Source: an optimization exercise on an open RTL-to-GDS flow (aim: small area and a short achievable clock period). Production flows keep margins and buffers that such runs may drop.
At most, simulation tests tie the RTL to the original design; equivalence was not proved.
No activity file was given, so power comes from the tool's default toggle rates.

==> flow/design.v <==
`timescale 1 ps / 1ps
module kcpsm3(
  output [9:0]  address,
  input  [17:0] instruction,
  output [7:0]  port_id,
  output        write_strobe,
  output [7:0]  out_port,
  output        read_strobe,
  input  [7:0]  in_port,
  input         interrupt,
  output        interrupt_ack,
  input         reset,
  input         clk);
  wire [17:0] ins = instruction;
  wire [3:0]  top4 = ins[17:14];
  wire [2:0]  top3 = ins[17:15];
  reg reset_delay, internal_reset, t_state;
  always @(posedge clk) begin
    reset_delay    <= reset;
    internal_reset <= reset | reset_delay;
    t_state        <= ~t_state & ~internal_reset;
  end
  reg carry_flag, zero_flag;
  reg clean_int, active_interrupt, int_ack, int_enable, shadow_carry, shadow_zero;
  wire int_update = active_interrupt | (ins[17] & ins[16] & ins[15]);
  always @(posedge clk) begin
    clean_int        <= interrupt & ~internal_reset;
    active_interrupt <= ~internal_reset & t_state & clean_int & int_enable & ~active_interrupt;
    int_ack          <= active_interrupt;
    if (active_interrupt) begin
      shadow_carry <= carry_flag;
      shadow_zero  <= zero_flag;
    end
    if (internal_reset)
      int_enable <= 1'b0;
    else if (int_update)
      int_enable <= ~active_interrupt & ins[0] & ~int_ack;
  end
  assign interrupt_ack = int_ack;
  wire condition_met = ins[11] ? (ins[10] ? ~carry_flag : carry_flag)
                               : (ins[10] ? ~zero_flag  : zero_flag);
  wire move_group = (top4 == 4'b1100) | (top4 == 4'b1101) | (top4 == 4'b1110) | (top4 == 4'b1010);
  wire taken      = move_group & (~ins[12] | condition_met);
  wire call_op    = (top4 == 4'b1100);
  wire ret_op     = (top4 == 4'b1010) | (top4 == 4'b1110);
  reg  [9:0] pc;
  reg  [9:0] tos;
  wire [9:0] pc_inc = pc + 10'd1;
  wire [9:0] vector = ins[15] ? tos : ins[9:0];
  always @(posedge clk)
    if (internal_reset)        pc <= 10'd0;
    else if (active_interrupt) pc <= 10'h3FF;
    else if (~t_state)         pc <= taken ? vector : pc_inc;
  assign address = pc;
  function [4:0] lfsr_state(input integer n);
    case (n)
      0: lfsr_state = 5'h01;
      1: lfsr_state = 5'h02;
      2: lfsr_state = 5'h04;
      3: lfsr_state = 5'h09;
      4: lfsr_state = 5'h12;
      5: lfsr_state = 5'h05;
      6: lfsr_state = 5'h0b;
      7: lfsr_state = 5'h16;
      8: lfsr_state = 5'h0c;
      9: lfsr_state = 5'h19;
      10: lfsr_state = 5'h13;
      11: lfsr_state = 5'h07;
      12: lfsr_state = 5'h0f;
      13: lfsr_state = 5'h1f;
      14: lfsr_state = 5'h1e;
      15: lfsr_state = 5'h1c;
      16: lfsr_state = 5'h18;
      17: lfsr_state = 5'h11;
      18: lfsr_state = 5'h03;
      19: lfsr_state = 5'h06;
      20: lfsr_state = 5'h0d;
      21: lfsr_state = 5'h1b;
      22: lfsr_state = 5'h17;
      23: lfsr_state = 5'h0e;
      24: lfsr_state = 5'h1d;
      25: lfsr_state = 5'h1a;
      26: lfsr_state = 5'h15;
      27: lfsr_state = 5'h0a;
      28: lfsr_state = 5'h14;
      29: lfsr_state = 5'h08;
      30: lfsr_state = 5'h10;
      default: lfsr_state = 5'h00;
    endcase
  endfunction
  wire push = ~internal_reset & ~t_state & (active_interrupt | (call_op & taken));
  wire pop  = ~internal_reset & ~t_state & ~active_interrupt & ret_op & taken;
  reg  [4:0] sp;
  wire [4:0] sp_up   = {sp[3:0], sp[4] ^ sp[2]};
  wire [4:0] sp_down = {sp[0] ^ sp[3], sp[4:1]};
  reg  [9:0] stack_mem [0:28];
  reg  [9:0] stack_rd;
  integer k;
  always @(*) begin
    stack_rd = 10'd0;
    for (k = 0; k < 29; k = k + 1)
      stack_rd = stack_rd | ({10{sp == lfsr_state(k + 2)}} & stack_mem[k]);
  end
  always @(posedge clk) begin
    if (internal_reset) sp <= lfsr_state(0);
    else if (push)      sp <= sp_up;
    else if (pop)       sp <= sp_down;
    if (push)     tos <= active_interrupt ? pc : pc_inc;
    else if (pop) tos <= stack_rd;
  end
  genvar g;
  generate
    for (g = 0; g < 29; g = g + 1) begin : stk
      always @(posedge clk)
        if (sp == lfsr_state(g + 1)) stack_mem[g] <= tos;
    end
  endgenerate
  reg  [7:0] regs [0:15];
  wire [15:0] x_sel = 16'd1 << ins[11:8];
  wire [15:0] y_sel = 16'd1 << ins[7:4];
  reg  [7:0] sx, sy;
  always @(*) begin
    sx = 8'd0;
    sy = 8'd0;
    for (k = 0; k < 16; k = k + 1) begin
      sx = sx | ({8{x_sel[k]}} & regs[k]);
      sy = sy | ({8{y_sel[k]}} & regs[k]);
    end
  end
  reg  [7:0] sx_q, op2_q;
  wire [7:0] op2 = ins[12] ? sy : ins[7:0];
  reg  [7:0] s_lo, s_hi;   
  reg  [17:13] iq;       
  reg  r_shift, r_in, r_fetch, r_arith, r_logic;   
  reg  cin_q;            
  wire a_cycle = ~internal_reset & ~t_state;
  wire store_op = (top3 == 3'b101) & ins[14] & ins[13];
  wire reg_op   = (top3 == 3'b000) | (top3 == 3'b001) | (top3 == 3'b011) | (top3 == 3'b100);
  wire flag_op  = (top4 == 4'b0010) | (top4 == 4'b0011) | (top4 == 4'b0100) | (top4 == 4'b0101) |
                  (top4 == 4'b0110) | (top4 == 4'b0111) | (top4 == 4'b1000) | (top4 == 4'b1110);
  reg  reg_en, mem_en, flag_en;
  always @(posedge clk) begin
    reg_en  <= a_cycle & ~active_interrupt & reg_op;
    mem_en  <= a_cycle & ~active_interrupt & store_op;
    flag_en <= a_cycle & flag_op;
  end
  always @(posedge clk) begin
    sx_q  <= sx;
    op2_q <= op2;
    s_lo  <= 8'd1 << op2[2:0];
    s_hi  <= 8'd1 << op2[5:3];
    iq    <= ins[17:13];
    r_shift <= ins[17];
    r_in    <= ~ins[17] & (top4[2:0] == 3'b001) & ~ins[13];
    r_fetch <= ~ins[17] & (top4[2:0] == 3'b001) & ins[13];
    r_arith <= ~ins[17] & ins[16] & (ins[15] | ins[14]);
    r_logic <= ~ins[17] & ~(top4[2:0] == 3'b001) & ~(ins[16] & (ins[15] | ins[14]));
    cin_q <= ins[14] ^ (ins[13] & carry_flag);
  end
  assign out_port = sx_q;
  assign port_id  = op2_q;
  wire [7:0] a = sx_q;
  wire [7:0] b = op2_q;
  wire [3:0] qtop4 = iq[17:14];
  reg [7:0] logical;
  always @(*)
    case (iq[14:13])
      2'b00: logical = b;
      2'b01: logical = a & b;
      2'b10: logical = a | b;
      default: logical = a ^ b;
    endcase
  wire [8:0] sum = {1'b0, a} + {1'b0, b ^ {8{iq[14]}}} + {8'd0, cin_q};
  wire       arith_carry = sum[8] ^ iq[14];
  wire shift_in = b[2] ? (b[1] ? b[0] : a[0]) : (b[1] ? a[7] : carry_flag);
  wire [7:0] shifted = b[3] ? {shift_in, a[7:1]} : {a[6:0], shift_in};
  wire shift_carry = b[3] ? a[0] : a[7];
  reg  [7:0] scratch [0:63];
  reg  [63:0] s_sel;
  reg  [7:0] fetched, row;
  integer j;
  always @(*) begin
    fetched = 8'd0;
    for (j = 0; j < 8; j = j + 1) begin
      row = 8'd0;
      for (k = 0; k < 8; k = k + 1) begin
        s_sel[j * 8 + k] = s_hi[j] & s_lo[k];
        row = row | ({8{s_lo[k]}} & scratch[j * 8 + k]);
      end
      fetched = fetched | ({8{s_hi[j]}} & row);
    end
  end
  wire [7:0] result = ({8{r_shift}} & shifted) | ({8{r_in}} & in_port) | ({8{r_fetch}} & fetched) |
                      ({8{r_arith}} & sum[7:0]) | ({8{r_logic}} & logical);
  wire parity    = ^(a & b);
  wire new_carry = iq[17] ? (iq[15] ? shadow_carry : shift_carry)
                 : iq[16] ? ((~iq[15] & ~iq[14]) ? parity : arith_carry) : 1'b0;
  wire [7:0] bb = b ^ {8{iq[14]}};
  wire [7:0] zero_carry = {a[6:0] | bb[6:0], cin_q};
  wire arith_zero = &(~(a ^ bb ^ zero_carry));
  wire new_zero  = iq[17] ? (iq[16] ? shadow_zero : (shifted == 8'd0))
                          : (r_arith ? arith_zero : (logical == 8'd0));
  always @(posedge clk) begin
    for (k = 0; k < 16; k = k + 1)
      if (reg_en & x_sel[k]) regs[k] <= result;
    for (k = 0; k < 64; k = k + 1)
      if (mem_en & s_sel[k]) scratch[k] <= a;
    if (internal_reset) begin
      carry_flag <= 1'b0;
      zero_flag  <= 1'b0;
    end else if (flag_en) begin
      carry_flag <= new_carry;
      zero_flag  <= new_zero;
    end
  end
  wire io_decode = ~t_state & ~active_interrupt & ~ins[16] & ins[14] & ~ins[13];
  reg  ws, rs;
  always @(posedge clk) begin
    ws <= ~internal_reset & io_decode & ins[17] & ins[15];
    rs <= ~internal_reset & io_decode & ~ins[17] & ~ins[15];
  end
  assign write_strobe = ws;
  assign read_strobe  = rs;
endmodule
==> flow/config.mk <==
export PLATFORM = sky130hd
export DESIGN_NAME = kcpsm3
export DESIGN_NICKNAME = kcpsm3
export VERILOG_FILES = /design/flow/design.v
export SDC_FILE = /design/flow/constraint.sdc
export NUM_CORES = 4
export LEC_CHECK = 0
export CAP_MARGIN = 20
export CORE_MARGIN = 2
export CORE_UTILIZATION = 55
export CTS_CLUSTER_DIAMETER = 60
export CTS_CLUSTER_SIZE = 30
export SETUP_SLACK_MARGIN = 4.4
export SLEW_MARGIN = 20
export TNS_END_PERCENT = 100
==> flow/constraint.sdc <==
create_clock -name core_clock -period 7.0 [get_ports {clk}]
set_input_delay 1.4000 -clock core_clock [delete_from_list [all_inputs] [get_ports {clk}]]
set_output_delay 1.4000 -clock core_clock [all_outputs]
set_load 0.01 [all_outputs]
standard.sh (not shown) runs the stock make flow with config.mk's settings and CLKGATE_MAP_FILE= SYNTH_SCRIPT=/design/flow/synth_recipe.tcl, a recipe that flattens the netlist after the stock synthesis.
==> flow/flow/run.sh <==
#!/bin/bash
# Own layout flow: the standard flow (standard.sh, unchanged synthesis), with the
# port buffers made of a faster buffer cell and gate sizing not limited to cells of the
# same footprint. Everything else, including the constraints, is the standard flow's.
set -euo pipefail
bash standard.sh \
  MATCH_CELL_FOOTPRINT=0 \
  "BUFFER_PORTS_ARGS=-buffer_cell sky130_fd_sc_hd__buf_4" \
  finish > standard_flow.log 2>&1
Next try:
--- a/flow/design.v
+++ b/flow/design.v
@@ -132,4 +132,5 @@
   reg  [7:0] s_lo, s_hi;   
   reg  [17:13] iq;       
+  reg  [3:0] xq;         
   reg  r_shift, r_in, r_fetch, r_arith, r_logic;   
   reg  cin_q;            
@@ -151,4 +152,5 @@
     s_hi  <= 8'd1 << op2[5:3];
     iq    <= ins[17:13];
+    xq    <= ins[11:8];
     r_shift <= ins[17];
     r_in    <= ~ins[17] & (top4[2:0] == 3'b001) & ~ins[13];
@@ -158,6 +160,13 @@
     cin_q <= ins[14] ^ (ins[13] & carry_flag);
   end
-  assign out_port = sx_q;
-  assign port_id  = op2_q;
+  wire io_op  = ~ins[16] & ins[14] & ~ins[13] & (ins[17] == ins[15]);
+  wire out_op = io_op & ins[17];
+  reg  [7:0] out_q, port_q;
+  always @(posedge clk) begin
+    out_q  <= sx  & {8{out_op}};
+    port_q <= op2 & {8{io_op}};
+  end
+  assign out_port = out_q;
+  assign port_id  = port_q;
   wire [7:0] a = sx_q;
   wire [7:0] b = op2_q;
@@ -203,5 +212,5 @@
   always @(posedge clk) begin
     for (k = 0; k < 16; k = k + 1)
-      if (reg_en & x_sel[k]) regs[k] <= result;
+      if (reg_en & (xq == k)) regs[k] <= result;
     for (k = 0; k < 64; k = k + 1)
       if (mem_en & s_sel[k]) scratch[k] <= a;
What happened: Worst hold slack is worse by 0.016 ns. First-iteration DRC count shrinks by 7.9%. Total power went up by 0.46%. Sequential power goes up by about 1%. Setup slack is better by 0.18 ns. Synthesized cell count is about the same. Via count is lower by 2.1%. Die area is about the same. Maximum frequency is higher by 6.5%.
The RTL of the first run of this note was laid out without a check of its function.

[re-timing with driven ports]
In the flow no input, the clock included, has a driving cell. The finished layouts below were timed again as built, in two steps. Step 1 (the two cells are an assumption about what drives the block):
set clk [get_ports {clk}]
set_driving_cell -lib_cell sky130_fd_sc_hd__clkbuf_16 $clk
set_driving_cell -lib_cell sky130_fd_sc_hd__buf_2 [delete_from_list [all_inputs] $clk]
Step 2, shift: input delay + t, output delay - t, t = (earliest + latest rising clock arrival at the registers) / 2. This alone moves slack from input paths to output paths. a / b / c = no drivers / after step 1 / after step 2; a / b = the first two.
run | t, ns | slack for setup (ns) | worst hold slack (ns) | pins driven straight from the clock port
the first run | 0.694 | 4.069 / 4.069 / 3.602 | 0.447 / 0.447 / 0.447 | 1
the second run | 0.695 | 4.247 / 4.247 / 3.663 | 0.431 / 0.431 / 0.431 | 1
After both steps every run listed still meets setup and hold. For the second run, which loses most, drivers alone change the setup slack by 0.000 ns; drivers and shift together by -0.584 ns.
